This is an optimization exercise on Yosys and OpenROAD, whose aim is small area, a short achievable clock period and few clock cycles, not a production implementation. RTL that was checked went through simulation tests only; none was proved equivalent to the original. Function not checked in runs 1 to 3: the RTL went through the layout flow alone.

==> flow/design.v (outline; a module is shown in full before it is edited, if it fits) <==
// module fadd_comb: 67 lines
// module FP_Multiplier: 43 lines
// module mul24_dadda: 976 lines
// module FP_DivCheck: 22 lines
// module FPU: 72 lines
module FPU
	#(
		parameter PRECISION = 32
	) (
		input [PRECISION-1:0] A,
		input [PRECISION-1:0] B,
		input Clk,
		input Reset,
		input [1:0] Operation,
		output [PRECISION-1:0] Result,
		output Done
	);
  // ...
==> flow/flow/run.sh <==
#!/bin/bash
# Standard ORFS layout (the standard.sh, unchanged synthesis), with
# repair_timing asked to leave a larger setup margin than the default so the
# resizer works on the critical paths although the 40 ns clock is met.
set -euo pipefail
cd "$(dirname "$0")/.."
bash standard.sh SETUP_SLACK_MARGIN=30 finish > standard_flow.log 2>&1
==> flow/standard.sh <==
#!/bin/bash
# synth_recipe.tcl (not shown) runs the flow's synth.tcl, then flattens the netlist and writes it again
# the make line also repeats each setting of config.mk as NAME=value (left out here)
make -C /OpenROAD-flow-scripts/flow DESIGN_CONFIG=/design/flow/config.mk WORK_HOME=/design/flow/orfs CLKGATE_MAP_FILE= SYNTH_SCRIPT=/design/flow/synth_recipe.tcl "${@:-finish}"
==> flow/config.mk <==
export PLATFORM = sky130hd
export DESIGN_NAME = FPU
export DESIGN_NICKNAME = FPU
export VERILOG_FILES = /design/flow/design.v
export SDC_FILE = /design/flow/constraint.sdc
export NUM_CORES = 4
export LEC_CHECK = 0
export CAP_MARGIN = 20
export CORE_MARGIN = 2
export CORE_UTILIZATION = 40
export SLEW_MARGIN = 20
==> flow/constraint.sdc <==
create_clock -name core_clock -period 40.0 [get_ports {Clk}]
set_input_delay 8.0000 -clock core_clock [delete_from_list [all_inputs] [get_ports {Clk}]]
set_output_delay 8.0000 -clock core_clock [all_outputs]
set_load 0.01 [all_outputs]
==> summary.txt, run 1 <==
Global route:
- The largest net degree at the start of global routing is 69.
- The wire length of the first global-routing pass is 256000 µm.
- The number of global-route vias before repair is 37700.

Finish:
- The number of clock-tree buffers in the layout is 17.
- The synthesis-to-finish area growth is 17.29%.
- Registers take 4139 µm².
- The layout has 441 inverters outside the clock class.

Worst hold path:
- The worst hold path passes through 2 cells.
- The startpoint of the lowest-slack hold path is D.
- The worst min-delay path category is reg2reg.

Setup path:
- The worst-case register-to-register setup slack is 30.22 ns.
- The end of the worst register-to-register path is X[12].
- The most critical setup path has its startpoint at X[8].
- Among all stages on the critical path, the largest delay is contributed by edfxtp_1.

Detailed routing:
- The first detailed-routing pass ran for 9 iterations.
- Routed signal wires occupy layers up through met5.
- The routed wire length per instance is 29.91 µm.

Synth:
- Summing the areas of all and, or, nand and nor instances in the mapped netlist gives 16.06% of the synthesized area.
- After synthesis, the largest family of logic cells by area is compound AO/OA/AOI/OAI gates.
- The post-synthesis adder-cell area fraction is 22.09%.
- The number of unique standard cell types used by synthesis is 120.
- The portion of synthesized area spent on multiplexers is 5.497%.
- After synthesis, flip-flops and latches occupy 11.27% of the total area.
- The largest area contributor in the netlist is fa_1.

Timing:
- The max-slew violation total from the final report was 0.
- Derived from the worst setup path, the maximum achievable clock frequency is 99.92 MHz.
- Summed over all failing endpoints, the final setup total negative slack is 0 ns.

Floorplan:
- The die covers 94110 µm².

Run status:
- The run finished with no timing, DRC or antenna violations.

Clock network:
- The tree is rooted in a clkbuf_16.
- The clock tree synthesis step divided the H-tree into 4 levels.
- The number of hold-repair buffers added at the cts stage is 0.
==> module FPU, before the edit <==
module FPU
	#(
		parameter PRECISION = 32
	) (
		input [PRECISION-1:0] A,
		input [PRECISION-1:0] B,
		input Clk,
		input Reset,
		input [1:0] Operation,
		output [PRECISION-1:0] Result,
		output Done
	);
	localparam [31:0] C32 = 32'b0_01111111_11100001111000011110001;
	localparam [31:0] C48 = 32'b0_10000000_01101001011010010110101;
	localparam [31:0] TWO = 32'h40000000;
	reg [31:0] rA, rB;
	reg [1:0] rOp;
	reg [31:0] X, Y;
	reg [2:0] iter;
	reg D;
	reg sStart, sA0, sT, sS, sX, sF;
	wire [31:0] Nq = {rA[31], 8'd126, rA[22:0]};
	wire [31:0] Dq = {rB[31], 8'd126, rB[22:0]};
	wire divSpecial;
	wire [31:0] divSpecialResult;
	wire [8:0] expDiff;
	FP_DivCheck chk (.A(rA), .B(rB), .special(divSpecial), .specialResult(divSpecialResult), .expDiff(expDiff));
	wire isDiv = rOp[1] & rOp[0];
	wire [31:0] mulA = sStart ? (rOp[0] ? C32 : rA) : sT ? X : sX ? Y : Nq;
	wire [31:0] mulB = (sStart | sT) ? {rB[31], ((sStart & ~rOp[0]) ? rB[30:23] : 8'd126), rB[22:0]} : X;
	wire [7:0] mulAdj = sF ? expDiff[7:0] - 8'd254 : 8'd0;
	wire [31:0] mulR;
	FP_Multiplier mul (.A(mulA), .B(mulB), .expAdj(mulAdj), .Result(mulR));
	wire addDiv = rOp[1];
	wire [31:0] addA = addDiv ? (sA0 ? C48 : TWO) : rA;
	wire [31:0] addB = addDiv ? Y : rB;
	wire addOp = addDiv | rOp[0];
	wire [31:0] addR;
	fadd_comb add (.inA(addA), .inB(addB), .op(addOp), .out(addR));
	wire converged = (mulR[31:1] == 31'h1fc00000);
	wire stop = (mulR == X) | (iter == 3'd6);
	always @(posedge Clk) begin
		if (Reset) begin
			rA <= A;
			rB <= B;
			rOp <= Operation;
		end
		sStart <= Reset;
		sA0 <= ~Reset & sStart & isDiv & ~divSpecial;
		sT <= ~Reset & (sA0 | (sX & ~stop));
		sS <= ~Reset & sT & ~converged;
		sX <= ~Reset & sS;
		sF <= ~Reset & ((sT & converged) | (sX & stop));
		D <= ~Reset & (D | (sStart & ~(isDiv & ~divSpecial)) | sF);
		if (sStart)
			X <= ~rOp[1] ? addR : ~rOp[0] ? mulR : divSpecialResult;
		if (sA0)
			X <= addR;
		if (sX | sF)
			X <= mulR;
		if (sStart | sT)
			Y <= mulR;
		if (sS)
			Y <= addR;
		if (sA0)
			iter <= 3'd1;
		if (sX)
			iter <= iter + 3'd1;
	end
	assign Result = X;
	assign Done = D;
endmodule
==> inputs of run 2 (changes only) <==
--- a/flow/design.v
+++ b/flow/design.v
@@ -1127,6 +1127,7 @@
 	reg [2:0] iter;
 	reg D;
 	reg sStart, sA0, sT, sS, sX, sF;
+	reg negY;
 	wire [31:0] Nq = {rA[31], 8'd126, rA[22:0]};
 	wire [31:0] Dq = {rB[31], 8'd126, rB[22:0]};
 	wire divSpecial;
@@ -1134,7 +1135,7 @@
 	wire [8:0] expDiff;
 	FP_DivCheck chk (.A(rA), .B(rB), .special(divSpecial), .specialResult(divSpecialResult), .expDiff(expDiff));
 	wire isDiv = rOp[1] & rOp[0];
-	wire [31:0] mulA = sStart ? (rOp[0] ? C32 : rA) : sT ? X : sX ? Y : Nq;
+	wire [31:0] mulA = sStart ? (rOp[0] ? C32 : rA) : sT ? X : sX ? {Y[31] ^ negY, Y[30:0]} : Nq;
 	wire [31:0] mulB = (sStart | sT) ? {rB[31], ((sStart & ~rOp[0]) ? rB[30:23] : 8'd126), rB[22:0]} : X;
 	wire [7:0] mulAdj = sF ? expDiff[7:0] - 8'd254 : 8'd0;
 	wire [31:0] mulR;
@@ -1147,6 +1148,7 @@
 	fadd_comb add (.inA(addA), .inB(addB), .op(addOp), .out(addR));
 	wire converged = (mulR[31:1] == 31'h1fc00000);
 	wire stop = (mulR == X) | (iter == 3'd6);
+	wire bigT = (mulR[30:23] >= 8'd152) & (mulR[30:23] != 8'hff);
 	always @(posedge Clk) begin
 		if (Reset) begin
 			rA <= A;
@@ -1156,8 +1158,9 @@
 		sStart <= Reset;
 		sA0 <= ~Reset & sStart & isDiv & ~divSpecial;
 		sT <= ~Reset & (sA0 | (sX & ~stop));
-		sS <= ~Reset & sT & ~converged;
-		sX <= ~Reset & sS;
+		sS <= ~Reset & sT & ~converged & ~bigT;
+		sX <= ~Reset & (sS | (sT & ~converged & bigT));
+		negY <= sT;
 		sF <= ~Reset & ((sT & converged) | (sX & stop));
 		D <= ~Reset & (D | (sStart & ~(isDiv & ~divSpecial)) | sF);
 		if (sStart)
==> run 2 against run 1 <==
Against the previous run:
- still clean
- final cell count down 2.0%
- utilization rose by 2.0 points
- critical path depth grew 46
- largest cell class unchanged
- highest routed layer unchanged
==> summary.txt, run 2 <==
Global route:
- Across every metal layer, demand over resource in global routing totals 35.12%.
- The number of global-route vias before repair is 35840 (-4.9%).
- The number of antenna violations at the first check in global routing is 5.
- The sum of overflow across all layers after global routing is 0.
- The largest net degree at the start of global routing is 55 (-20%).
- The wire length of the first global-routing pass is 239700 µm (-6.4%).

Finish:
- Leaving out fill and tap cells, the most frequent cell in the layout is inv_1.
- The library cells used most frequently in the layout, excluding fill and tap cells, are inv_1, nand2_1, xnor2_1.
- The synthesis-to-finish area growth is 21.92%.
- Cells with a size suffix above 1 make up 18.28% of the layout.
- Counting the fill cells in the layout gives 8425.
- At the end of the flow, the number of nets in the layout was 5186.
- The area of the multi-input gates is 31470 µm².
- The area taken by flip-flops and latches is 4159 µm² (+0.48%).

Timing:
- The number of endpoints failing setup at the final stage is 0.
- The worst max-slew margin expressed relative to the limit is 13.11%.
- The worst clock skew is 0.01808 ns.
- Setup repair after global routing could not meet its margin everywhere.
- The setup slack after layout is 29.59 ns.
- The slew at the pin closest to its max-slew limit is 1.298 ns.
- The final hold violation count was 0.
- The upper clock frequency limit was 96.07 MHz (-3.9%).
- The max-slew violation total from the final report is 0 (unchanged).
- The post-route setup TNS came to 0 ns (unchanged).
- Subtracting the final worst setup slack from the clock period gives 10.41 ns.
- The final critical path takes up 26.02% of the cycle.

Synth:
- The number of instances in the synthesized netlist is 4475.
- The Yosys warning count is 2.
- The cell with the most instances after synthesis is inv_1.
- The synthesized design devotes to its leading area cell type 14.38% of total area.
- By count the netlist is led by inv_1, nand2_1, xnor2_1.
- Counting flops with a built-in enable in the synthesized netlist gives 133.
- The area of the mapped netlist is 35630 µm².
- The largest area contributor in the netlist is fa_1.
- The prevailing post-synth register cell is edfxtp_1.
- The number of unique standard cell types used by synthesis came to 120 (unchanged).
- The count of state elements after synthesis is 141.
- The share of synthesized area occupied by flip-flops and latches was 11.66% (+0.38 points).
- Averaged over all synthesized cells, the footprint is 7.962 µm².
- After synthesis, the share of flip-flops with an asynchronous set or reset is 0%.
- Ranked by total cell area, the synthesized netlist is headed by fa_1, edfxtp_1, ha_1, xnor2_1, a22oi_1.

Run status:
- The flow ran to the end and the layout has no timing, DRC or antenna violations.

Place:
- During placement, the flow inserted port buffers numbering 100.
- Routability-driven placement finished with a final weighted congestion of 1.021.
- The pre-CTS setup slack is 25.60 ns.
- The half-perimeter wire length after detailed placement is 119000 µm.

Setup path:
- The critical path endpoint category is a register.
- The required time at the worst-slack endpoint is 40.34 ns.
- In this run the worst path has a maximum fanout of 28.
- The kind of start point of the critical path is a register.
- For this design, the slowest cell found on the critical path is or4_4.
- The arrival time of data at the critical path endpoint is 10.75 ns.
- The kind of critical path is reg2reg.
- The delay contributed by the slowest stage of the critical path is 0.56 ns.
- The most common cell type on the critical path is buf_12.

Detailed routing:
- The amount of wire on met2 after detailed routing is 69450 µm.
- The total wirelength of the detailed-routed design is 166900 µm.
- The uppermost metal layer occupied by signal nets is met5.
- In the routed design, unresolved DRC markers number 0.
- The number of iterations in the first detailed-routing pass was 6 (-3).
- The routed wire length per instance is 28.75 µm (-3.9%).
- The detail route stage leaves a number of antenna-violating nets equal to 0.
- The total via count in the routed design is 38220.
- In the final routing, the length of wire on met1 measures 66470 µm.
- The routed design uses 21960 µm of met3 wire.
- The mean number of vias per cell is 6.583.
- The detailed router finished its first iteration with 5437 violations.

Clock network:
- The number of sinks on the clock net is 141.
- TritonCTS created 17 clock buffers.
- The clock edge transition at the registers on the reported setup and hold paths is 0.08 ns.
- TritonCTS built the clock tree.
- The number of buffers on the longest clock path is 2.
- The clock root buffer master is clkbuf_16.
- The worst-skew pair later-pin latency is 0.48 ns.
- The number of H-tree levels was 4 (unchanged).

Floorplan:
- The area of the die came to 91480 µm² (-2.8%).
- Pin placement for this block handled 101 I/O pins.
- The area of the placeable core is 88370 µm².
- The standard-cell row count is 109.
- The initial utilization of the core area, before any placement, comes to 40.32%.
- The floorplan die height is 302.5 µm.
- The die is 302.5 µm wide.

Worst hold path:
- The worst min-delay path category is reg2reg.

Job:
- Max-cap violations in this run came to 0.
## run 2: cell types whose count changed after synthesis, sizes merged, moves of 14 or more
cell,change
a21o,+17
nand4,-18
o211ai,-23
nor3,-28
nand2,-14
mux2i,+17
xor2,-28
nand3,-20
clkbuf,-14
## run 2: per-layer routing
layer  up-vias  GRT usage [%]
met3       555          11.27
met2      2707          50.75
met4        10          16.87
li1      16410              -
met1     18540          47.26
met5         -              0
## run 2: what timing repair did
item / in CTS / in global routing
hold buffers: 0 / 0
resized for setup: 431 / 230
pin swaps: 83 / 108
endpoints found under the setup margin: 66 / 68
setup buffers: 127 / 55
gates cloned: 15 / 5
## run 2: cells by family (layout without fill, tap and decap cells)
logic type	count (synthesis)	count (layout)	share of synthesized area, %
AOI/OAI and AO/OA	1352	1355	25.80
xor gates and xnor gates	409	409	10.10
adders and majority gates	495	495	22.76
buffers and inverters	721	879	7.887
DFF	141	141	11.66
muxes	203	203	6.015
other	0	3	0
and+or+nand+nor	1154	1156	15.78
## run 2: path summary, 6_finish.rpt
check / from / end / slack (ns) / cells after the start
setup / recovery: rOp[1] / Y[9] / 29.59 / 47
hold / removal: D / D / 0.53 / 2
setup reg to reg: rOp[1] / Y[9] / 29.59 / 47
hold reg to reg: D / D / 0.53 / 2
## run 2: through the flow
stage                     cell area (µm²)  hold slack, ns  utilization [%]  cells
final                               43440          0.5311            49.16   5806
after global routing                43430          0.5946            49.15   5803
after CTS                           41910          0.5242            47.42   5742
after detailed placement            38120          0.5057            43.13   5568
after global placement              38120          0.4755            43.13   5568
after floorplan                     36010          0.3319                -   4475
## run 2: layout make-up
cell class,instances,share of cell area (%)
Clock inverter,15,0.4003
Inverter,442,4.001
Clock buffer,17,0.9793
Multi-Input combinational cell,3618,72.43
Sequential cell,141,9.574
Tap cell,1165,3.355
Antenna cell,3,0.01728
Timing Repair Buffer,405,9.243
## run 2: critical path: cells and delay by family (launching register included)
kind            cells  cell delay, ns
flops               1            0.38
buf+inv            12            1.72
compound gates     16            3.29
xor+xnor            1            0.24
fa+ha+maj           3            0.87
mux                 1            0.25
simple gates       14            3.46
==> inputs of run 3 (changes only) <==
--- a/flow/flow/run.sh
+++ b/flow/flow/run.sh
@@ -4,4 +4,4 @@
 # resizer works on the critical paths although the 40 ns clock is met.
 set -euo pipefail
 cd "$(dirname "$0")/.."
-bash standard.sh SETUP_SLACK_MARGIN=30 finish > standard_flow.log 2>&1
+bash standard.sh SETUP_SLACK_MARGIN=30 REMOVE_ABC_BUFFERS=1 finish > standard_flow.log 2>&1
==> run 3 against run 2 <==
Against the previous run:
- highest routed layer unchanged
- via count is 0.49% higher
- clock skew increased by 0.0025 ns
- area after synthesis is the same
- wire length shrank 1.7%
- hold slack got worse by 0.061 ns
- cell area is 1.4% higher
- utilization increased by 0.70 points
- final cell count rose by 0.71%
- first-iteration DRC count fell by 1.6%
- global-route usage decreased by 0.97 points
- register-to-register slack lost 0.11 ns
- critical endpoint is now X[27]
==> summary.txt, run 3 <==
Clock network:
- The number of hold-repair buffers added at the cts stage is 0 (unchanged).
- The number of buffers created by CTS is 17 (unchanged).
- The clock edge transition at the registers on the reported setup and hold paths was 0.07 ns (about the same).
- The clock root buffer master is clkbuf_16.
- The number of sinks on the clock net is 141 (unchanged).
- The number of buffers on the longest clock path was 2 (unchanged).
- The worst-skew pair later-pin latency is 0.46 ns (-0.02 ns).
- TritonCTS built the clock tree.
- The number of H-tree levels is 4 (unchanged).

Synth:
- The Yosys warning count came to 2 (unchanged).
- fa_1 takes more of the synthesized area than any other cell.
- The commonest cells after synthesis are inv_1, nand2_1, xnor2_1.
- The post-synthesis area per instance was 7.962 µm² (unchanged).
- The area of the mapped netlist came to 35630 µm² (unchanged).
- The post-synthesis adder-cell area fraction is 22.76% (unchanged).
- The mux cell area share after synthesis is 6.015% (unchanged).
- The compound-cell area share of the yosys netlist is 25.80% (unchanged).
- The largest family of logic cells by synthesized area is compound AO/OA/AOI/OAI gates.
- The share of synthesized area occupied by flip-flops and latches was 11.66% (unchanged).
- The area fraction of the dominant cell type after synthesis is 14.38% (unchanged).
- For this run, the leading register cell type out of synthesis is edfxtp_1.
- The number of instances in the synthesized netlist is 4475 (unchanged).
- By instance count, the leading cell after synthesis is inv_1.
- The fraction of registers with async set or reset after synthesis was 0% (unchanged).
- Yosys attributes the largest share of cell area to fa_1, edfxtp_1, ha_1, xnor2_1, a22oi_1.
- The number of unique standard cell types used by synthesis is 120 (unchanged).
- The count of state elements after synthesis was 141 (unchanged).
- The parity-gate share of the synthesized area counting xor and xnor cells is 10.10% (unchanged).
- The simple logic cell fraction of the synthesized area was 15.78% (unchanged).
- The number of enable-type register cells in the synthesized netlist is 133 (unchanged).

Worst hold path:
- In this run the worst hold path is classified as reg2reg.
- In this run the most critical hold path is launched from sT.
- The cell depth of the worst hold path is 0 (-2).
- The worst hold path terminates at negY.

Timing:
- The post-route setup TNS is 0 ns (unchanged).
- The worst max-slew margin expressed relative to the limit was 6.293% (-6.8 points).
- The slew at the pin closest to its max-slew limit came to 1.400 ns (+0.1019 ns).
- The post-route minimum period is 10.52 ns (+0.1131 ns).
- The final critical-path share of the clock period is 26.31% (+0.28 points).
- The number of endpoints failing setup at the final stage is 0 (unchanged).
- Setup repair after global routing could not meet its margin everywhere.
- The final hold violation count is 0 (unchanged).
- The max-slew violation total from the final report is 0 (unchanged).
- The upper clock frequency limit came to 95.04 MHz (-1.1%).
- The worst clock skew came to 0.02058 ns (+0.002505 ns).
- The setup slack after layout is 29.48 ns (-0.1131 ns).

Global route:
- The sum of overflow across all layers after global routing is 0 (unchanged).
- The number of global-route vias before repair is 35390 (-1.3%).
- The wire length of the first global-routing pass is 235400 µm (-1.8%).
- The number of antenna violations at the first check in global routing is 1 (-4).
- The global-route total usage across every layer is 34.15% (-0.97 points).
- The largest net degree at the start of global routing is 44 (-20%).

Finish:
- Leaving out fill and tap cells, the most frequent cell in the layout is inv_1.
- The number of nets in the finished design was 5228 (+0.81%).
- The top cell types in the final layout, fill and taps aside, are inv_1, nand2_1, xnor2_1.
- The synthesis-to-finish area growth is 23.66%.
- The end-of-flow core utilization is 49.86% (+0.70 points).
- The number of cells in the finished layout apart from fillers is 5847 (+0.71%).
- The fraction of layout cells with a size suffix above 1 is 19.40% (+1.1 points).

Place:
- The pre-CTS setup slack is 24.93 ns (-0.6748 ns).
- The number of port buffers is 100 (unchanged).
- The half-perimeter wire length after detailed placement came to 118400 µm (-0.51%).
- The placed cell count is 5572 (+0.072%).
- The global placer's final weighted congestion is 0.9978 (-2.3%).

Setup path:
- The arrival time of data at the critical path endpoint was 10.73 ns (-0.02 ns).
- The worst-case register-to-register setup slack came to 29.48 ns (-0.11 ns).
- The logic depth of the worst register-to-register path is 49 (+4.3%).
- The required time at the worst-slack endpoint came to 40.21 ns (-0.13 ns).
- The kind of critical path is reg2reg.
- The most common cell type on the critical path is buf_6.
- STA classifies the critical path startpoint as a register.
- The cell family contributing the most delay on the critical path is compound AO/OA/AOI/OAI gates.
- The top fanout value on the critical path is 8 (-71%).
- The worst setup path is captured at a register.
- The delay contributed by the slowest stage of the critical path is 0.58 ns (+0.02 ns).
- The startpoint identified for the worst register-to-register timing path is rOp[1].
- For this design, the slowest cell found on the critical path is or4_4.
- The worst register-to-register path ends at X[27].
- The sum of buffers and inverters on the critical path is 12 (unchanged).

Detailed routing:
- The mean number of vias per cell is 6.568 (-0.22%).
- The number of iterations in the first detailed-routing pass is 6 (unchanged).
- The post-route DRC violation count came to 0 (unchanged).
- The total wirelength of the detailed-routed design is 164000 µm (-1.7%).
- The total via count in the routed design is 38410 (+0.49%).
- The post-route antenna net violation count came to 0 (unchanged).
- The DRC marker count from the first detailed-route iteration came to 5351 (-1.6%).
- The routed wire length per instance is 28.05 µm (-2.4%).

Floorplan:
- The standard-cell row count is 109 (unchanged).
- The area of the placeable core is 88370 µm² (unchanged).
- The effective utilization at floorplan was 40.32% (unchanged).
- The area of the die is 91480 µm² (unchanged).
- The die width is 302.5 µm (unchanged).
- The total I/O pin count is 101 (unchanged).
- The floorplan die height is 302.5 µm (unchanged).

Run status:
- The flow ran to the end and the layout has no timing, DRC or antenna violations.

Job:
- The number of violations of the max-capacitance limit was 0 (unchanged).
## run 3: cell counts after synthesis
Identical to the previous run, type by type.
## run 3: how the worst max path moves through the flow
stage | from | end | depth (start not counted)
after floorplan | rOp[1] | X[1] | 38
after global placement | rOp[1] | X[0] | 46
after detailed placement | rOp[1] | X[2] | 43
after CTS | rOp[1] | X[28] | 46
after global routing | rOp[1] | X[28] | 47
final | rOp[1] | X[27] | 49
## run 3: worst register-to-register path: cells and delay by family, from the launching register on
family | cells | cell delay [ns]
AOI/OAI and AO/OA | 17 | 3.46
xor gates and xnor gates | 1 | 0.19
adders and majority gates | 3 | 0.97
buffers and inverters | 12 | 1.74
DFF | 1 | 0.39
muxes | 4 | 1.02
and+or+nand+nor | 12 | 2.53
## run 3: routing by layer
| metal | track usage (%) | vias to the layer above | share of wire, % |
|---|---|---|---|
| met5 | 0 | - | 0.081 |
| met4 | 10.46 | 2 | 3.8 |
| met3 | 8.392 | 444 | 12 |
| met2 | 51.79 | 2734 | 43 |
| met1 | 47.78 | 18730 | 41 |
| li1 | - | 16500 | - |
## run 3: stage by stage
| stage | hold WS [ns] | cell area [µm²] |
|---|---|---|
| 2_1_floorplan | 0.5188 | 34480 |
| 3_3_place_gp | 0.5224 | 37920 |
| 3_5_place_dp | 0.4973 | 37920 |
| 4_1_cts | 0.4867 | 41660 |
| 5_1_grt | 0.4723 | 44060 |
| 6_report | 0.4700 | 44060 |
## run 3: cell type report
cell class	instances	area [µm²]
fill	8481	44310
multi-input combinational	3621	31750
timing repair buffer	443	4294
sequential	141	4161
inverter	442	1743
tap	1165	1458
clock buffer	17	425.4
clock inverter	15	216.5
timing repair inverter	1	11.26
antenna	2	5.005
## run 3: cells by family after synthesis
kind of cell / after synthesis
AO/OA/AOI/OAI: 1352
XOR/XNOR: 409
adder cells (fa/ha/maj): 495
buffers and inverters: 721
flip-flops: 141
multiplexers: 203
AND/OR/NAND/NOR: 1154
## run 3: repair_timing
action | 4_1_cts | 5_1_grt
setup endpoints to repair | 66 | 69
cloned | 17 | 7
pin swaps | 78 | 121
setup buffers | 106 | 111
resized for setup | 419 | 310
==> module fadd_comb, before the edit <==
module fadd_comb (
	input  [31:0] inA,
	input  [31:0] inB,
	input         op,
	output reg [31:0] out
);
	wire       sA = inA[31];
	wire [7:0] eA = inA[30:23];
	wire [23:0] mA = {1'b1, inA[22:0]};
	wire       sB = inB[31] ^ op;
	wire [7:0] eB = inB[30:23];
	wire [23:0] mB = {1'b1, inB[22:0]};
	wire eGt = eA > eB;
	wire eEq = eA == eB;
	wire Aisbig = eGt | (eEq & (mA > mB));
	wire diffSign = sA ^ sB;
	wire [7:0] dAB = eA - eB;
	wire [7:0] dBA = eB - eA;
	wire sBig = Aisbig ? sA : sB;
	wire [7:0] eBig = Aisbig ? eA : eB;
	wire [23:0] mBig = Aisbig ? mA : mB;
	wire [23:0] mSmall = Aisbig ? mB : mA;
	wire [7:0] d = Aisbig ? dAB : dBA;
	wire [23:0] mAl = mSmall >> d[4:0];
	wire [24:0] sum = {1'b0, mBig} + {1'b0, mAl};
	wire [23:0] dif = mBig - mAl;
	reg [4:0] lz;
	integer i;
	always @(*) begin
		lz = 5'd24;
		for (i = 0; i < 24; i = i + 1)
			if (dif[i]) lz = 5'd23 - i[4:0];
	end
	wire [23:0] difN = dif << lz;
	always @(*) begin
		if ((eA == 8'hff && inA[22]) || (eB == 8'hff && inB[22]))
			out = 32'h7fffffff;
		else if (eA == 8'hff && inA[22:0] == 23'd0) begin
			if (eB == 8'hff && inB[22:0] == 23'd0 && diffSign)
				out = 32'h7fffffff;
			else
				out = {sA, 8'hff, 23'd0};
		end
		else if (eB == 8'hff)
			out = {sB, 8'hff, 23'd0};
		else if (eA == 8'd0 && inA[22:0] == 23'd0)
			out = {sB, eB, inB[22:0]};
		else if (eB == 8'd0 && inB[22:0] == 23'd0)
			out = {sA, eA, inA[22:0]};
		else if (d > 8'd23)
			out = {sBig, eBig, mBig[22:0]};
		else if (diffSign) begin
			if (dif == 24'd0 || eBig < {3'd0, lz})
				out = {sBig, 8'd0, 23'd0};
			else
				out = {sBig, eBig - {3'd0, lz}, difN[22:0]};
		end
		else begin
			if (eBig == 8'hfe)
				out = {sBig, 8'hff, 23'd0};
			else if (sum[24])
				out = {sBig, eBig + 8'd1, sum[23:1]};
			else
				out = {sBig, eBig, sum[22:0]};
		end
	end
endmodule
==> inputs of run 4 (changes only) <==
--- a/flow/design.v
+++ b/flow/design.v
@@ -10,18 +10,17 @@
 	wire       sB = inB[31] ^ op;
 	wire [7:0] eB = inB[30:23];
 	wire [23:0] mB = {1'b1, inB[22:0]};
-	wire eGt = eA > eB;
-	wire eEq = eA == eB;
-	wire Aisbig = eGt | (eEq & (mA > mB));
+	wire Aisbig = inA[30:0] > inB[30:0];
 	wire diffSign = sA ^ sB;
 	wire [7:0] dAB = eA - eB;
 	wire [7:0] dBA = eB - eA;
+	wire [23:0] mBal = mB >> dAB[4:0];
+	wire [23:0] mAal = mA >> dBA[4:0];
 	wire sBig = Aisbig ? sA : sB;
 	wire [7:0] eBig = Aisbig ? eA : eB;
 	wire [23:0] mBig = Aisbig ? mA : mB;
-	wire [23:0] mSmall = Aisbig ? mB : mA;
+	wire [23:0] mAl = Aisbig ? mBal : mAal;
 	wire [7:0] d = Aisbig ? dAB : dBA;
-	wire [23:0] mAl = mSmall >> d[4:0];
 	wire [24:0] sum = {1'b0, mBig} + {1'b0, mAl};
 	wire [23:0] dif = mBig - mAl;
 	reg [4:0] lz;
@@ -1142,7 +1141,7 @@
 	FP_Multiplier mul (.A(mulA), .B(mulB), .expAdj(mulAdj), .Result(mulR));
 	wire addDiv = rOp[1];
 	wire [31:0] addA = addDiv ? (sA0 ? C48 : TWO) : rA;
-	wire [31:0] addB = addDiv ? Y : rB;
+	wire [31:0] addB = Y;
 	wire addOp = addDiv | rOp[0];
 	wire [31:0] addR;
 	fadd_comb add (.inA(addA), .inB(addB), .op(addOp), .out(addR));
@@ -1173,6 +1172,8 @@
 			Y <= mulR;
 		if (sS)
 			Y <= addR;
+		if (Reset)
+			Y <= B;
 		if (sA0)
 			iter <= 3'd1;
 		if (sX)
==> flow/flow/run.sh (replaced) <==
#!/bin/bash
# Standard ORFS layout (the standard.sh, unchanged synthesis), with
# repair_timing asked to leave a larger setup margin than the default so the
# resizer works on the critical paths although the 40 ns clock is met.
set -euo pipefail
cd "$(dirname "$0")/.."
bash standard.sh SETUP_SLACK_MARGIN=31 finish > standard_flow.log 2>&1
==> run 4 against run 3 <==
Against the previous run:
- still clean on timing, DRC and antenna
- via count increased by 7.8%
- clock skew down 0.0030 ns
- synthesized cell count increased by 4.9%
- sequential share of layout area fell by 0.42 points
- wire length up 9.9%
- final cell count rose by 5.2%
- non-clock buffer count up 105
- critical path type is now reg2out
- largest cell class unchanged
==> summary.txt, run 4 <==
Finish:
- The fraction of layout cells with a size suffix above 1 was 21.14% (+1.7 points).
- The most common library cell in the layout ignoring fill and taps is inv_1.
- The number of cells in the finished layout apart from fillers is 6153 (+5.2%).
- The number of nets in the finished design is 5510 (+5.4%).
- The total non-filler cell area in the finished layout is 46170 µm² (+4.8%).
- Compared with the post-synthesis result, the final layout area differs by 24.79%.
- In the layout the commonest cells are inv_1, nand2_1, buf_4.

Clock network:
- The clock edge transition at the registers on the reported setup and hold paths is 0.08 ns (about the same).
- The clock root buffer master is clkbuf_16.
- The number of H-tree levels is 4 (unchanged).
- The number of hold-repair buffers added at the cts stage was 0 (unchanged).
- The number of buffers created by CTS was 17 (unchanged).
- The number of buffers on the longest clock path was 2 (unchanged).
- The clock tree from TritonCTS is yes.
- The worst-skew pair later-pin latency is 0.47 ns (about the same).
- The number of sinks on the clock net is 141 (unchanged).

Synth:
- The count of state elements after synthesis is 141 (unchanged).
- Ranked by instance count, the synthesized netlist is headed by inv_1, nand2_1, xnor2_1.
- Yosys instantiated no cell more often than inv_1.
- The number of instances in the synthesized netlist is 4693 (+4.9%).
- The area of the mapped netlist is 37000 µm² (+3.8%).
- The post-synthesis area per instance is 7.883 µm² (-1.0%).
- The largest area contributor in the netlist is fa_1.
- The Yosys warning count is 2 (unchanged).
- The number of unique standard cell types used by synthesis is 118 (-1.7%).
- The area fraction of the dominant cell type after synthesis is 13.85% (-0.53 points).
- The share of synthesized area occupied by flip-flops and latches came to 11.23% (-0.43 points).
- The number of enable-type register cells in the synthesized netlist is 133 (unchanged).
- By area the synthesized netlist is led by fa_1, edfxtp_1, ha_1, xnor2_1, a22oi_1.
- In the synthesized netlist the dominant register cell turns out to be edfxtp_1.
- The fraction of registers with async set or reset after synthesis is 0% (unchanged).

Setup path:
- The source of the critical timing path is X[0].
- The kind of start point of the critical path is a register.
- The cell family contributing the most delay on the critical path is flip-flops.
- The worst reg2reg path startpoint is X[2].
- The worst-case register-to-register setup slack is 31.09 ns (+1.61 ns).
- Following the worst setup path forward leads to its endpoint at Result[0].
- The end of the worst register-to-register path is sF.
- The logic depth of the worst register-to-register path is 35 (-29%).
- The arrival time of data at the critical path endpoint is 1.21 ns (-9.52 ns).
- The top fanout value on the critical path is 2 (-6).
- The number of gates on the worst path with buffers counted is 1 (-98%).
- The delay contributed by the slowest stage of the critical path is 0.54 ns (-0.04 ns).
- The required time at the worst-slack endpoint is 32.00 ns (-8.21 ns).
- Traced cell by cell, the critical path runs through buf_2.
- The slowest library cell on the worst path is edfxtp_1.
- The kind of critical path is reg2out.
- The sum of buffers and inverters on the critical path is 1 (-11).
- The critical path endpoint category is an output port.

Job:
- The number of violations of the max-capacitance limit was 0 (unchanged).

Detailed routing:
- The total via count in the routed design came to 41410 (+7.8%).
- The number of iterations in the first detailed-routing pass is 9 (+3).
- The routed wire length per instance is 29.30 µm (+4.5%).
- The mean number of vias per cell is 6.729 (+2.4%).
- The post-route DRC violation count was 0 (unchanged).
- The post-route antenna net violation count is 0 (unchanged).
- The DRC marker count from the first detailed-route iteration was 6584 (+23%).
- The total wirelength of the detailed-routed design is 180300 µm (+9.9%).

Timing:
- The number of endpoints failing setup at the final stage is 0 (unchanged).
- The upper clock frequency limit is 108.6 MHz (+14%).
- Setup repair after global routing could not meet its margin everywhere.
- The worst clock skew is 0.01756 ns (-0.003018 ns).
- The post-route minimum period is 9.210 ns (-1.312 ns).
- The final hold violation count came to 0 (unchanged).
- The worst max-slew margin expressed relative to the limit is 19.64% (+13 points).
- The max-slew violation total from the final report is 0 (unchanged).
- The final critical-path share of the clock period is 23.03% (-3.3 points).
- The slew at the pin closest to its max-slew limit is 1.196 ns (-0.2042 ns).
- The final hold slack is 0.5908 ns (+0.1208 ns).
- The post-route setup TNS is 0 ns (unchanged).

Worst hold path:
- The cell depth of the worst hold path is 3 (+3).
- The worst min-delay path category is reg2reg.
- The worst hold path begins at D.

Global route:
- The sum of overflow across all layers after global routing is 0 (unchanged).
- The global-route total usage across every layer is 35.46% (+1.3 points).
- The fraction of met2 tracks used by global routing is 51.92% (+0.13 points).
- The met3 track utilization from global routing was 10.25% (+1.9 points).
- The wire length of the first global-routing pass was 252100 µm (+7.1%).
- The met1 layer usage reported by global route is 49.22% (+1.4 points).
- The number of antenna violations at the first check in global routing is 4 (+3).
- The number of global-route vias before repair was 37040 (+4.7%).
- The global routing's busiest layer is met2.
- The largest net degree at the start of global routing was 84 (+91%).

Floorplan:
- The effective utilization at floorplan was 40.36% (+0.042 points).
- The area of the die is 94940 µm² (+3.8%).
- The area of the placeable core is 91660 µm² (+3.7%).
- The floorplan die height came to 308.1 µm (+1.9%).
- The die width is 308.1 µm (+1.9%).
- The standard-cell row count is 111 (+1.8%).
- The total I/O pin count came to 101 (unchanged).

Place:
- The placed cell count came to 5792 (+3.9%).
- The number of port buffers is 100 (unchanged).
- The placement-stage cell area is 39350 µm² (+3.8%).
- The global placer's final weighted congestion is 1.062 (+6.4%).
- The half-perimeter wire length after detailed placement came to 127900 µm (+8.0%).

Run status:
- The flow ran to the end and the layout has no timing, DRC or antenna violations.
[run 4: cell types whose count changed in the layout (fill, tap and decap cells not counted), sizes merged, moves of 19 or more]
cell / previous run / this run
xnor2: 322 / 300
clkdlybuf4s50: 99 / 66
xor2: 89 / 114
nand2: 331 / 394
nor2: 314 / 288
mux2i: 159 / 131
buf: 332 / 454
o21ai: 255 / 306
a21o: 77 / 58
[run 4: worst min path at each step]
stage / endpoint / slack (ns)
finish: D / 0.59
global route: D / 0.62
CTS: D / 0.59
detailed placement: D / 0.57
global placement: iter[0] / 0.59
floorplan: negY / 0.33
[run 4: layout make-up]
cell class | count | area [µm²]
fillers | 8726 | 45500
multi-input cells | 3800 | 32630
repair buffers | 548 | 5510
flip-flops and latches | 141 | 4165
inverters | 444 | 1782
well taps | 1186 | 1484
clock buffers | 18 | 429.2
clock inverters | 14 | 155.1
repair inverters | 1 | 5.005
diodes | 1 | 2.502
[run 4: repair_timing]
| action | CTS | global route |
|---|---|---|
| setup endpoints to repair | 149 | 98 |
| cloned | 11 | 21 |
| gates resized for setup | 409 | 449 |
| setup buffers | 96 | 200 |
| pin swaps | 36 | 138 |
[run 4: stage by stage]
step	worst slack, ns	util [%]
final	30.79	50.37
after global routing	30.79	50.36
after CTS	30.81	45.88
after detailed placement	28.54	42.93
after global placement	28.69	42.93
after floorplan	31.01	-
[run 4: worst reg2reg max path: cells and delay by family, from the launching register on]
family          cells  cell delay, ns
compound gates     10            2.02
fa+ha+maj           7            2.92
simple gates        7            1.89
buf+inv             9            1.37
xor+xnor            2            0.25
flops               1            0.38
[run 4: cell families (layout without fill, tap and decap cells)]
kind of cell	count (synthesis)	after routing	share of synthesized area [%]
other	0	1	0
multiplexers	186	186	5.716
adder cells (fa/ha/maj)	490	490	21.76
buffers and inverters	756	1025	7.948
XOR/XNOR	414	414	9.852
AO/OA/AOI/OAI	1477	1478	27.31
AND/OR/NAND/NOR	1229	1232	16.18
flip-flops	141	141	11.23
[run 4: per-layer routing]
layer	up-vias	part of all wire (%)
met3	610	14
met2	3256	41
met1	20010	39
met5	-	0.0067
met4	2	5.1
li1	17530	-
Testbench counts of run 4, summed over its fixed seeds: cycles 81,175.
==> inputs of run 5 (changes only) <==
--- a/flow/config.mk
+++ b/flow/config.mk
@@ -5,6 +5,7 @@
 export SDC_FILE = /design/flow/constraint.sdc
 export NUM_CORES = 4
 export LEC_CHECK = 0
+export ABC_AREA = 1
 export CAP_MARGIN = 20
 export CORE_MARGIN = 2
 export CORE_UTILIZATION = 40
==> run 5 against run 4 <==
Against the previous run:
- still clean on timing, DRC and antenna
- wire length decreased by 3.3%
- die area decreased by 2.9%
- sequential share of layout area increased by 0.98 points
- via count decreased by 1.3%
- clock skew decreased by 0.0021 ns
- non-clock buffer count decreased by 189
- utilization decreased by 3.4 points
- largest cell class unchanged
==> summary.txt, run 5 <==
Run status:
- The run finished with no timing, DRC or antenna violations.

Setup path:
- The required time at the worst-slack endpoint is 32.00 ns (about the same).
- The end of the worst register-to-register path is sF.
- In this run the critical register-to-register path is launched from sStart.
- The logic depth of the worst register-to-register path is 40 (+14%).
- The slowest stage of the critical path belongs to the cell edfxtp_1.
- The critical path starts at X[15].
- The delay contributed by the slowest stage of the critical path is 0.55 ns (about the same).
- The arrival time of data at the critical path endpoint is 1.21 ns (about the same).
- The worst setup path is of the reg2out kind.
- The worst-case register-to-register setup slack is 31.30 ns (+0.21 ns).
- Walking the worst path, the cells encountered are buf_6.
- The top fanout value on the critical path is 2 (unchanged).
- The critical path endpoint category is an output port.
- The sum of buffers and inverters on the critical path was 1 (unchanged).
- Broken down by cell family, the worst path's largest delay share belongs to flip-flops.
- STA classifies the critical path startpoint as a register.

Floorplan:
- The standard-cell row count was 109 (-1.8%).
- The die width is 303.5 µm (-1.5%).
- The floorplan die height is 303.5 µm (-1.5%).
- The total I/O pin count is 101 (unchanged).
- The effective utilization at floorplan came to 40.49% (+0.13 points).
- The area of the placeable core was 88650 µm² (-3.3%).
- The area of the die is 92140 µm² (-2.9%).

Clock network:
- The number of hold-repair buffers added at the cts stage was 0 (unchanged).
- The clock root buffer master is clkbuf_16.
- The number of sinks on the clock net is 141 (unchanged).
- The number of H-tree levels was 4 (unchanged).
- The number of buffers created by CTS is 17 (unchanged).
- The worst-skew pair later-pin latency is 0.45 ns (-0.02 ns).
- The number of buffers on the longest clock path is 2 (unchanged).
- The clock edge transition at the registers on the reported setup and hold paths is 0.08 ns (about the same).
- TritonCTS built the clock tree.

Synth:
- The Yosys warning count came to 2 (unchanged).
- Yosys attributes the largest share of cell area to fa_1, nand2_1, edfxtp_1, xor2_1, inv_1.
- The number of enable-type register cells in the synthesized netlist is 133 (unchanged).
- The commonest cells after synthesis are nand2_1, inv_1, o21ai_0.
- The number of unique standard cell types used by synthesis is 66 (-44%).
- The fraction of registers with async set or reset after synthesis is 0% (unchanged).
- For this run, the leading register cell type out of synthesis is edfxtp_1.
- The number of instances in the synthesized netlist is 5446 (+16%).
- The post-synthesis area per instance is 6.590 µm² (-16%).
- The share of synthesized area occupied by flip-flops and latches is 11.57% (+0.35 points).
- The largest area contributor in the netlist is fa_1.
- The area fraction of the dominant cell type after synthesis is 14.28% (+0.43 points).
- The count of state elements after synthesis came to 141 (unchanged).
- The area of the mapped netlist is 35890 µm² (-3.0%).
- The most common cell in the synthesized netlist is nand2_1.

Timing:
- The upper clock frequency limit came to 108.6 MHz (about the same).
- The worst clock skew was 0.01541 ns (-0.002149 ns).
- The final hold violation count came to 0 (unchanged).
- The post-route setup TNS came to 0 ns (unchanged).
- The max-slew violation total from the final report came to 0 (unchanged).
- The slew at the pin closest to its max-slew limit is 1.250 ns (+0.05334 ns).
- The worst max-slew margin expressed relative to the limit is 16.51% (-3.1 points).
- Setup repair after global routing could not meet its margin everywhere.
- The final critical-path share of the clock period is 23.02% (about the same).
- The number of endpoints failing setup at the final stage is 0 (unchanged).
- The post-route minimum period came to 9.207 ns (-0.002600 ns).

Finish:
- The number of nets in the finished design is 6119 (+11%).
- The synthesis-to-finish area growth is 15.97%.
- The most common library cell in the layout ignoring fill and taps is nand2_1.
- The fraction of layout cells with a size suffix above 1 was 11.66% (-9.5 points).
- Leaving out fill and tap cells, the most frequent cells in the layout are nand2_1, inv_1, xor2_1.
- The end-of-flow core utilization was 46.95% (-3.4 points).

Detailed routing:
- The total wirelength of the detailed-routed design is 174300 µm (-3.3%).
- The post-route DRC violation count was 0 (unchanged).
- The number of iterations in the first detailed-routing pass is 8 (-1).
- The DRC marker count from the first detailed-route iteration is 5392 (-18%).
- The mean number of vias per cell was 6.064 (-9.9%).
- The routed wire length per instance is 25.86 µm (-12%).
- The post-route antenna net violation count is 0 (unchanged).
- The total via count in the routed design is 40880 (-1.3%).

Worst hold path:
- The path class of the tightest hold or removal check is reg2reg.
- The cell depth of the worst hold path is 0 (-3).
- The hold-critical path endpoint is negY.
- In this run the most critical hold path is launched from sT.

Global route:
- The global-route total usage across every layer is 36.20% (+0.74 points).
- The sum of overflow across all layers after global routing is 0 (unchanged).
- The number of global-route vias before repair came to 37600 (+1.5%).
- The largest net degree at the start of global routing is 80 (-4.8%).
- The number of antenna violations at the first check in global routing came to 4 (unchanged).
- The wire length of the first global-routing pass is 248000 µm (-1.6%).

Place:
- The global placer's final weighted congestion is 1.032 (-2.8%).
- The half-perimeter wire length after detailed placement was 128100 µm (+0.18%).
- The number of port buffers was 100 (unchanged).

Job:
- The number of violations of the max-capacitance limit was 0 (unchanged).
[run 5: area by class of cell]
| type | instances | area (µm²) |
|---|---|---|
| antenna | 1 | 2.502 |
| clock buffer | 18 | 439.2 |
| clock inverter | 14 | 125.1 |
| fill | 9282 | 47030 |
| inverter | 830 | 3319 |
| multi-input combinational | 4198 | 28690 |
| sequential | 141 | 4163 |
| tap | 1165 | 1458 |
| timing repair buffer | 359 | 3332 |
| timing repair inverter | 15 | 95.09 |
[run 5: cells by family (layout without fill, tap and decap cells)]
kind of cell	count (synthesis)	in the layout	synth area share, %
other	0	1	0
multiplexers	18	18	0.5020
buffers and inverters	1111	1236	11.86
flip-flops	141	141	11.57
adder cells (fa/ha/maj)	490	490	22.43
XOR/XNOR	386	386	9.420
AND/OR/NAND/NOR	2073	2077	24.39
AO/OA/AOI/OAI	1227	1227	19.83
[run 5: how the worst max path moves through the flow]
stage                      end  slack [ns]  cells past startpoint
finish              Result[15]       30.79                      1
global route         Result[5]       30.81                      1
global placement         X[11]       28.82                     55
detailed placement        Y[3]       28.44                     54
CTS                 Result[15]       30.79                      1
floorplan                 Y[0]       31.06                      4
[run 5: layer usage]
metal,wire length (µm),part of all wire (%),vias up,GRT usage (%)
met5,13,0.0075,-,0
met4,12890,7.4,2,20.92
met3,18970,11,683,7.004
met2,76020,44,2681,56.83
met1,66420,38,19200,46.40
li1,-,-,18320,-
[run 5: stage by stage]
step	hold WS, ns	std cells	worst slack [ns]	cell area (µm²)
2_1_floorplan	0.3258	5446	31.06	35920
3_3_place_gp	0.5315	6513	28.82	37920
3_5_place_dp	0.5221	6513	28.44	37920
4_1_cts	0.4471	6647	30.79	39830
5_1_grt	0.4415	6740	30.81	41620
6_report	0.4398	6741	30.79	41620
[run 5: repair_timing]
action,CTS,global route
buffers inserted,82,81
resized for setup,324,243
gates cloned,20,12
pin swaps,7,30
endpoints found under the setup margin,161,99
==> inputs of run 6 (changes only) <==
--- a/flow/flow/run.sh
+++ b/flow/flow/run.sh
@@ -4,4 +4,4 @@
 # resizer works on the critical paths although the 40 ns clock is met.
 set -euo pipefail
 cd "$(dirname "$0")/.."
-bash standard.sh SETUP_SLACK_MARGIN=31 finish > standard_flow.log 2>&1
+bash standard.sh SETUP_SLACK_MARGIN=30.5 finish > standard_flow.log 2>&1
--- a/flow/config.mk
+++ b/flow/config.mk
@@ -5,7 +5,6 @@
 export SDC_FILE = /design/flow/constraint.sdc
 export NUM_CORES = 4
 export LEC_CHECK = 0
-export ABC_AREA = 1
 export CAP_MARGIN = 20
 export CORE_MARGIN = 2
 export CORE_UTILIZATION = 40
==> run 6 against run 5 <==
Against the previous run:
- critical path type is now in2reg
- critical path depth increased by 4
- cell area increased by 2.3%
- utilization decreased by 0.52 points
==> summary.txt, run 6 <==
Setup path:
- The top fanout value on the critical path is 41 (+39).
- The sum of buffers and inverters on the critical path came to 2 (+1).
- The critical path goes through buf_4 > clkinv_2 > nand3_2 > nor2_1 > a211oi_1.
- The logic depth of the worst register-to-register path is 38 (-5.0%).
- The delay contributed by the slowest stage of the critical path is 0.47 ns (-0.08 ns).
- The slowest library cell on the worst path is buf_4.
- The required time at the worst-slack endpoint was 40.18 ns (+8.18 ns).
- The number of gates on the worst path with buffers counted was 5 (+4).
- The kind of critical path is in2reg.
- The arrival time of data at the critical path endpoint is 9.85 ns (+8.64 ns).
- The cell family with the largest share of critical-path delay is buffers and inverters.
- The kind of start point of the critical path is a primary input.
- The worst setup path is captured at a register.

Run status:
- The flow ran to the end and the layout has no timing, DRC or antenna violations.

Detailed routing:
- The post-route antenna net violation count is 0 (unchanged).
- The number of iterations in the first detailed-routing pass is 7 (-1).
- The total wirelength of the detailed-routed design is 171900 µm (-1.4%).
- The total via count in the routed design is 39840 (-2.5%).
- The post-route DRC violation count is 0 (unchanged).
- The DRC marker count from the first detailed-route iteration is 5558 (+3.1%).
- The mean number of vias per cell came to 6.692 (+10%).
- The routed wire length per instance is 28.88 µm (+12%).

Synth:
- The commonest cells after synthesis are inv_1, nand2_1, xnor2_1.
- The share of synthesized area occupied by flip-flops and latches is 11.23% (-0.35 points).
- The prevailing post-synth register cell is edfxtp_1.
- The Yosys warning count was 2 (unchanged).
- The number of enable-type register cells in the synthesized netlist is 133 (unchanged).
- Yosys instantiated no cell more often than inv_1.
- The post-synthesis area per instance was 7.883 µm² (+20%).
- The count of state elements after synthesis is 141 (unchanged).
- The number of unique standard cell types used by synthesis is 118 (+79%).
- The largest area contributor in the netlist is fa_1.
- The number of instances in the synthesized netlist is 4693 (-14%).
- The fraction of registers with async set or reset after synthesis is 0% (unchanged).
- The area fraction of the dominant cell type after synthesis was 13.85% (-0.43 points).
- The area of the mapped netlist is 37000 µm² (+3.1%).
- Yosys attributes the largest share of cell area to fa_1, edfxtp_1, ha_1, xnor2_1, a22oi_1.

Timing:
- Setup repair after global routing could not meet its margin everywhere.
- The final hold violation count was 0 (unchanged).
- The worst clock skew came to 0.02000 ns (+0.004589 ns).
- The post-route minimum period was 9.661 ns (+0.4539 ns).
- The upper clock frequency limit came to 103.5 MHz (-4.7%).
- The post-route setup TNS was 0 ns (unchanged).
- The final critical-path share of the clock period is 24.15% (+1.1 points).
- The setup slack after layout came to 30.34 ns (-0.4539 ns).
- The number of endpoints failing setup at the final stage is 0 (unchanged).
- The slew at the pin closest to its max-slew limit is 1.017 ns (-0.2328 ns).
- The max-slew violation total from the final report is 0 (unchanged).
- The worst max-slew margin expressed relative to the limit is 31.64% (+15 points).

Clock network:
- The worst-skew pair later-pin latency came to 0.46 ns (about the same).
- The cell sitting at the root of the clock tree is a clkbuf_16.
- The number of buffers created by CTS is 17 (unchanged).
- The clock tree from TritonCTS is yes.
- The number of buffers on the longest clock path is 2 (unchanged).
- The number of sinks on the clock net is 141 (unchanged).
- The clock edge transition at the registers on the reported setup and hold paths is 0.07 ns (about the same).
- The number of H-tree levels is 4 (unchanged).

Finish:
- From synthesis to final layout, the design area changed by 15.04%.
- The total non-filler cell area in the finished layout is 42560 µm² (+2.3%).
- The number of nets in the finished design was 5308 (-13%).
- The end-of-flow core utilization was 46.43% (-0.52 points).
- The library cells used most frequently in the layout, excluding fill and tap cells, are inv_1, nand2_1, xnor2_1.
- The most common library cell in the layout ignoring fill and taps is inv_1.
- The fraction of layout cells with a size suffix above 1 is 13.04% (+1.4 points).
- The filler cell count is 9066 (-2.3%).
- The number of cells in the finished layout apart from fillers was 5953 (-12%).

Global route:
- The largest net degree at the start of global routing is 84 (+5.0%).
- The met1 layer usage reported by global route is 48.07% (+1.7 points).
- The global-route total usage across every layer is 34.59% (-1.6 points).
- The global routing stage identified its most utilized layer as met2.
- The met3 track utilization from global routing is 9.489% (+2.5 points).
- The number of antenna violations at the first check in global routing was 12 (+8).
- The number of global-route vias before repair was 36960 (-1.7%).
- The fraction of met2 tracks used by global routing was 50.25% (-6.6 points).
- The wire length of the first global-routing pass came to 246400 µm (-0.66%).
- The sum of overflow across all layers after global routing is 0 (unchanged).

Place:
- The placement-stage cell area is 39260 µm² (+3.5%).
- The number of port buffers was 100 (unchanged).
- The placed cell count is 5789 (-11%).
- The pre-CTS setup slack was 28.54 ns (+0.09670 ns).
- The global placer's final weighted congestion came to 1.054 (+2.1%).
- The half-perimeter wire length after detailed placement is 126500 µm (-1.3%).

Floorplan:
- The standard-cell row count is 111 (+1.8%).
- The floorplan die height is 308.1 µm (+1.5%).
- The area of the die is 94940 µm² (+3.0%).
- The total I/O pin count is 101 (unchanged).
- The effective utilization at floorplan is 40.36% (-0.13 points).
- The area of the placeable core came to 91660 µm² (+3.4%).
- The die width is 308.1 µm (+1.5%).

Worst hold path:
- The worst min-delay path category is reg2reg.
- The cell depth of the worst hold path came to 1 (+1).

Job:
- The number of violations of the max-capacitance limit came to 0 (unchanged).
run 6: cells by family after synthesis:
family	share of synthesized area, %
AOI/OAI and AO/OA	27.31
xor gates and xnor gates	9.852
adders and majority gates	21.76
buffers and inverters	7.948
DFF	11.23
muxes	5.716
and+or+nand+nor	16.18
run 6: per-layer routing:
layer  up-vias  part of all wire (%)
met3       574                    13
met2      2878                    41
met5         -                  0.11
met1     19280                    40
li1      17090                     -
met4        18                   5.2
run 6: worst paths after layout:
check,start,end,slack (ns)
hold / removal,iter[0],iter[0],0.61
hold reg to reg,iter[0],iter[0],0.61
setup reg to reg,rOp[1],Y[9],30.58
setup / recovery,Reset,Y[9],30.34
run 6: cell type report:
class	count	area, µm²	share of cell area, %
Tap cell	1186	1484	3.487
Multi-Input combinational cell	3799	31230	73.39
Timing Repair Buffer	347	3324	7.811
Inverter	444	1727	4.057
Clock buffer	17	425.4	0.9996
Timing Repair inverter	1	5.005	0.01176
Antenna cell	5	12.51	0.02940
Clock inverter	13	187.7	0.4410
Sequential cell	141	4160	9.775
run 6: timing repair:
| item | in CTS | in global routing |
|---|---|---|
| cloned | 4 | 9 |
| pin swaps | 7 | 22 |
| hold buffers | 0 | 0 |
| setup endpoints to repair | 97 | 73 |
| gates resized for setup | 167 | 206 |
| setup buffers | 46 | 70 |
run 6: through the flow:
stage / hold WS [ns]
final: 0.6081
after global routing: 0.6377
after floorplan: 0.3258
after detailed placement: 0.5902
after CTS: 0.5905
after global placement: 0.5894
run 6: worst register-to-register path: cells and delay by family (launching register included):
kind | cells | cell delay [ns]
AOI/OAI and AO/OA | 15 | 3.54
buffers and inverters | 5 | 0.78
DFF | 1 | 0.45
xor gates and xnor gates | 2 | 0.82
adders and majority gates | 5 | 1.66
and+or+nand+nor | 10 | 1.73
muxes | 1 | 0.18
==> inputs of run 7 (changes only) <==
--- a/flow/flow/run.sh
+++ b/flow/flow/run.sh
@@ -4,4 +4,4 @@
 # resizer works on the critical paths although the 40 ns clock is met.
 set -euo pipefail
 cd "$(dirname "$0")/.."
-bash standard.sh SETUP_SLACK_MARGIN=30.5 finish > standard_flow.log 2>&1
+bash standard.sh SETUP_SLACK_MARGIN=30 finish > standard_flow.log 2>&1
--- a/flow/config.mk
+++ b/flow/config.mk
@@ -5,6 +5,7 @@
 export SDC_FILE = /design/flow/constraint.sdc
 export NUM_CORES = 4
 export LEC_CHECK = 0
+export ABC_AREA = 1
 export CAP_MARGIN = 20
 export CORE_MARGIN = 2
 export CORE_UTILIZATION = 40
==> run 7 against run 6 <==
Against the previous run:
- utilization down 1.7 points
- wire length fell by 2.7%
- critical endpoint is now Result[10]
- die area shrank 2.9%
- synthesized cell count grew 16%
- cell area fell by 6.9%
- area after synthesis decreased by 3.0%
- largest cell class unchanged
- critical path depth shrank 4
- still clean
- sequential share of layout area is 0.71 points higher
- non-clock buffer count fell by 106
- worst setup slack got worse by 0.14 ns
- hold slack got worse by 0.16 ns
- flip-flop and latch count unchanged
==> summary.txt, run 7 <==
Setup path:
- The slowest stage of the critical path is the edfxtp_1 cell.
- The worst-case register-to-register setup slack is 30.49 ns (-0.09 ns).
- The cell family with the largest share of critical-path delay is flip-flops.
- The required time at the worst-slack endpoint is 32.00 ns (-8.18 ns).
- The top fanout value on the critical path is 5 (-88%).
- The kind of critical path is reg2out.
- The arrival time of data at the critical path endpoint was 1.80 ns (-8.05 ns).
- The worst setup path is captured at an output port.
- The delay contributed by the slowest stage of the critical path came to 0.71 ns (+0.24 ns).
- The critical path goes through clkdlybuf4s50_1.
- The sum of buffers and inverters on the critical path is 1 (-1).
- The worst setup path is launched from a register.

Synth:
- The area fraction of the dominant cell type after synthesis came to 14.28% (+0.43 points).
- The fraction of registers with async set or reset after synthesis is 0% (unchanged).
- The post-synthesis area per instance is 6.590 µm² (-16%).
- Ranked by instance count, the synthesized netlist is headed by nand2_1, inv_1, o21ai_0.
- The count of state elements after synthesis came to 141 (unchanged).
- The number of unique standard cell types used by synthesis was 66 (-44%).
- The Yosys warning count is 2 (unchanged).
- The cell with the most instances after synthesis is nand2_1.
- The number of instances in the synthesized netlist is 5446 (+16%).
- The area of the mapped netlist is 35890 µm² (-3.0%).
- Ranked by total cell area, the synthesized netlist is headed by fa_1, nand2_1, edfxtp_1, xor2_1, inv_1.
- For this run, the leading register cell type out of synthesis is edfxtp_1.
- The largest area contributor in the netlist is fa_1.
- The share of synthesized area occupied by flip-flops and latches came to 11.57% (+0.35 points).
- The number of enable-type register cells in the synthesized netlist was 133 (unchanged).

Global route:
- The number of global-route vias before repair is 37430 (+1.3%).
- The number of antenna violations at the first check in global routing was 4 (-8).
- The largest net degree at the start of global routing was 80 (-4.8%).
- The sum of overflow across all layers after global routing is 0 (unchanged).
- The global-route total usage across every layer is 34.99% (+0.39 points).
- The wire length of the first global-routing pass is 241000 µm (-2.2%).

Detailed routing:
- The total wirelength of the detailed-routed design came to 167300 µm (-2.7%).
- The number of iterations in the first detailed-routing pass is 7 (unchanged).
- The DRC marker count from the first detailed-route iteration came to 5073 (-8.7%).
- The routed wire length per instance is 25.26 µm (-13%).
- The mean number of vias per cell is 6.052 (-9.6%).
- The total via count in the routed design was 40090 (+0.64%).
- The post-route DRC violation count is 0 (unchanged).
- The post-route antenna net violation count was 0 (unchanged).

Timing:
- The final critical-path share of the clock period was 24.51% (+0.36 points).
- The worst clock skew is 0.01317 ns (-0.006829 ns).
- The worst max-slew margin expressed relative to the limit came to 31.61% (about the same).
- The number of endpoints failing setup at the final stage is 0 (unchanged).
- The final hold violation count is 0 (unchanged).
- The post-route minimum period is 9.804 ns (+0.1423 ns).
- The upper clock frequency limit came to 102.0 MHz (-1.5%).
- The slew at the pin closest to its max-slew limit is 1.020 ns (+0.002753 ns).
- Setup repair after global routing left no endpoint under its margin.
- The post-route setup TNS was 0 ns (unchanged).
- The final hold slack was 0.4451 ns (-0.1630 ns).
- The max-slew violation total from the final report is 0 (unchanged).

Clock network:
- The worst-skew pair later-pin latency is 0.45 ns (about the same).
- The tree is rooted in a clkbuf_16.
- TritonCTS built the clock tree.
- The number of sinks on the clock net came to 141 (unchanged).
- The number of H-tree levels was 4 (unchanged).
- The number of hold-repair buffers added at the cts stage is 0 (unchanged).
- The clock edge transition at the registers on the reported setup and hold paths is 0.07 ns (about the same).
- The number of buffers created by CTS was 17 (unchanged).
- The number of buffers on the longest clock path was 2 (unchanged).

Finish:
- In the layout the commonest cells are nand2_1, inv_1, xor2_1.
- The fraction of layout cells with a size suffix above 1 is 6.818% (-6.2 points).
- The number of cells in the finished layout apart from fillers is 6624 (+11%).
- The end-of-flow core utilization is 44.70% (-1.7 points).
- The synthesis-to-finish area growth is 10.40%.
- The most common library cell in the layout ignoring fill and taps is nand2_1.
- The number of nets in the finished design is 6000 (+13%).

Run status:
- The flow ran to the end and the layout has no timing, DRC or antenna violations.

Floorplan:
- The effective utilization at floorplan is 40.49% (+0.13 points).
- The floorplan die height is 303.5 µm (-1.5%).
- The area of the die was 92140 µm² (-2.9%).
- The total I/O pin count is 101 (unchanged).
- The die width was 303.5 µm (-1.5%).
- The area of the placeable core came to 88650 µm² (-3.3%).
- The standard-cell row count is 109 (-1.8%).

Place:
- The placed cell count is 6510 (+12%).
- The global placer's final weighted congestion is 1.011 (-4.1%).
- The number of port buffers is 100 (unchanged).
- The half-perimeter wire length after detailed placement is 127100 µm (+0.54%).

Job:
- The number of violations of the max-capacitance limit came to 0 (unchanged).

Worst hold path:
- The worst min-delay path category is reg2reg.
[run 7: cell types whose count changed in the layout (fill, tap and decap cells not counted), moves of 50 or more]
cell	delta
a21o_1	-51
a21oi_1	+50
a22oi_1	-231
buf_4	-65
inv_1	+344
mux2i_1	-97
nand2_1	+780
nand3_1	+239
nor2_1	+73
o21ai_0	+86
o22ai_1	+243
xnor2_1	-268
xor2_1	+246
[run 7: layout make-up]
type                    count  area, µm²
diodes                      3      7.507
clock buffers              18      429.2
clock inverters            14      107.6
fillers                  9430      49020
inverters                 830       3249
multi-input cells        4197      27880
flip-flops and latches    141       4156
well taps                1165       1458
repair buffers            241       2247
repair inverters           15      87.58
[run 7: path summary, 6_finish.rpt]
kind,from,end,cells after the start
setup reg to reg,sT,sF,42
setup / recovery,X[10],Result[10],1
hold / removal,sT,negY,0
hold reg to reg,sT,negY,0
[run 7: logic make-up after synthesis]
family | Yosys count | synth area share [%]
AND/OR/NAND/NOR | 2073 | 24.39
buffers and inverters | 1111 | 11.86
adder cells (fa/ha/maj) | 490 | 22.43
XOR/XNOR | 386 | 9.420
multiplexers | 18 | 0.5020
AO/OA/AOI/OAI | 1227 | 19.83
flip-flops | 141 | 11.57
[run 7: layer usage]
layer / global-route usage [%] / vias to the layer above / part of all wire, %
li1: - / 18040 / -
met1: 44.89 / 18930 / 39
met2: 55.20 / 2522 / 44
met3: 5.554 / 593 / 9.5
met4: 21.45 / 6 / 7.5
met5: 0 / - / 0.050
[run 7: per-stage QoR]
stage | cell area, µm² | setup slack (ns)
2_1_floorplan | 35890 | 30.23
3_3_place_gp | 37880 | 28.35
3_5_place_dp | 37880 | 27.97
4_1_cts | 38770 | 30.01
5_1_grt | 39620 | 30.01
6_report | 39620 | 30.20
[run 7: what timing repair did]
action / in CTS / in global routing
resized for setup: 55 / 111
endpoints found under the setup margin: 66 / 66
buffers inserted: 20 / 38
pin swaps: 2 / 9
gates cloned: 8 / 12

[static timing again, ports no longer ideal]
In the flow no input, the clock included, has a driving cell. The finished layouts below were timed again as built, in two steps. Step 1: set_driving_cell puts a clkbuf_16 on Clk and a buf_2 on each other input, an assumption about the parent block. Step 2 also shifts input and output timing later by t, the mid clock arrival at the registers, as if the neighbouring blocks saw the same clock. Slacks: ideal ports / drivers / drivers and shift; pairs: ideal ports / drivers.
run	shift t [ns]	slack for setup (ns)	hold slack, ns	worst setup path at the end	worst register clock-pin slew, ns
run 1	0.548	29.992 / 29.935 / 30.221	0.532 / 0.532 / 0.532	register to register	0.08 / 0.08
run 2	0.519	29.591 / 29.591 / 29.591	0.531 / 0.531 / 0.531	register to register	0.08 / 0.08
run 3	0.519	29.478 / 29.478 / 29.478	0.470 / 0.470 / 0.470	register to register	0.08 / 0.08
run 4	0.514	30.790 / 30.735 / 30.569	0.591 / 0.591 / 0.591	input to register	0.08 / 0.08
run 5	0.500	30.793 / 30.739 / 30.562	0.440 / 0.440 / 0.440	input to register	0.08 / 0.08
run 6	0.506	30.339 / 30.371 / 29.865	0.608 / 0.608 / 0.608	input to register	0.08 / 0.08
run 7	0.493	30.196 / 30.144 / 29.830	0.445 / 0.445 / 0.445	input to register	0.07 / 0.07
After both steps setup and hold are still met in every run listed. The setup slack of run 6, which loses most, moves by +0.032 ns with the drivers and by -0.474 ns with both steps.
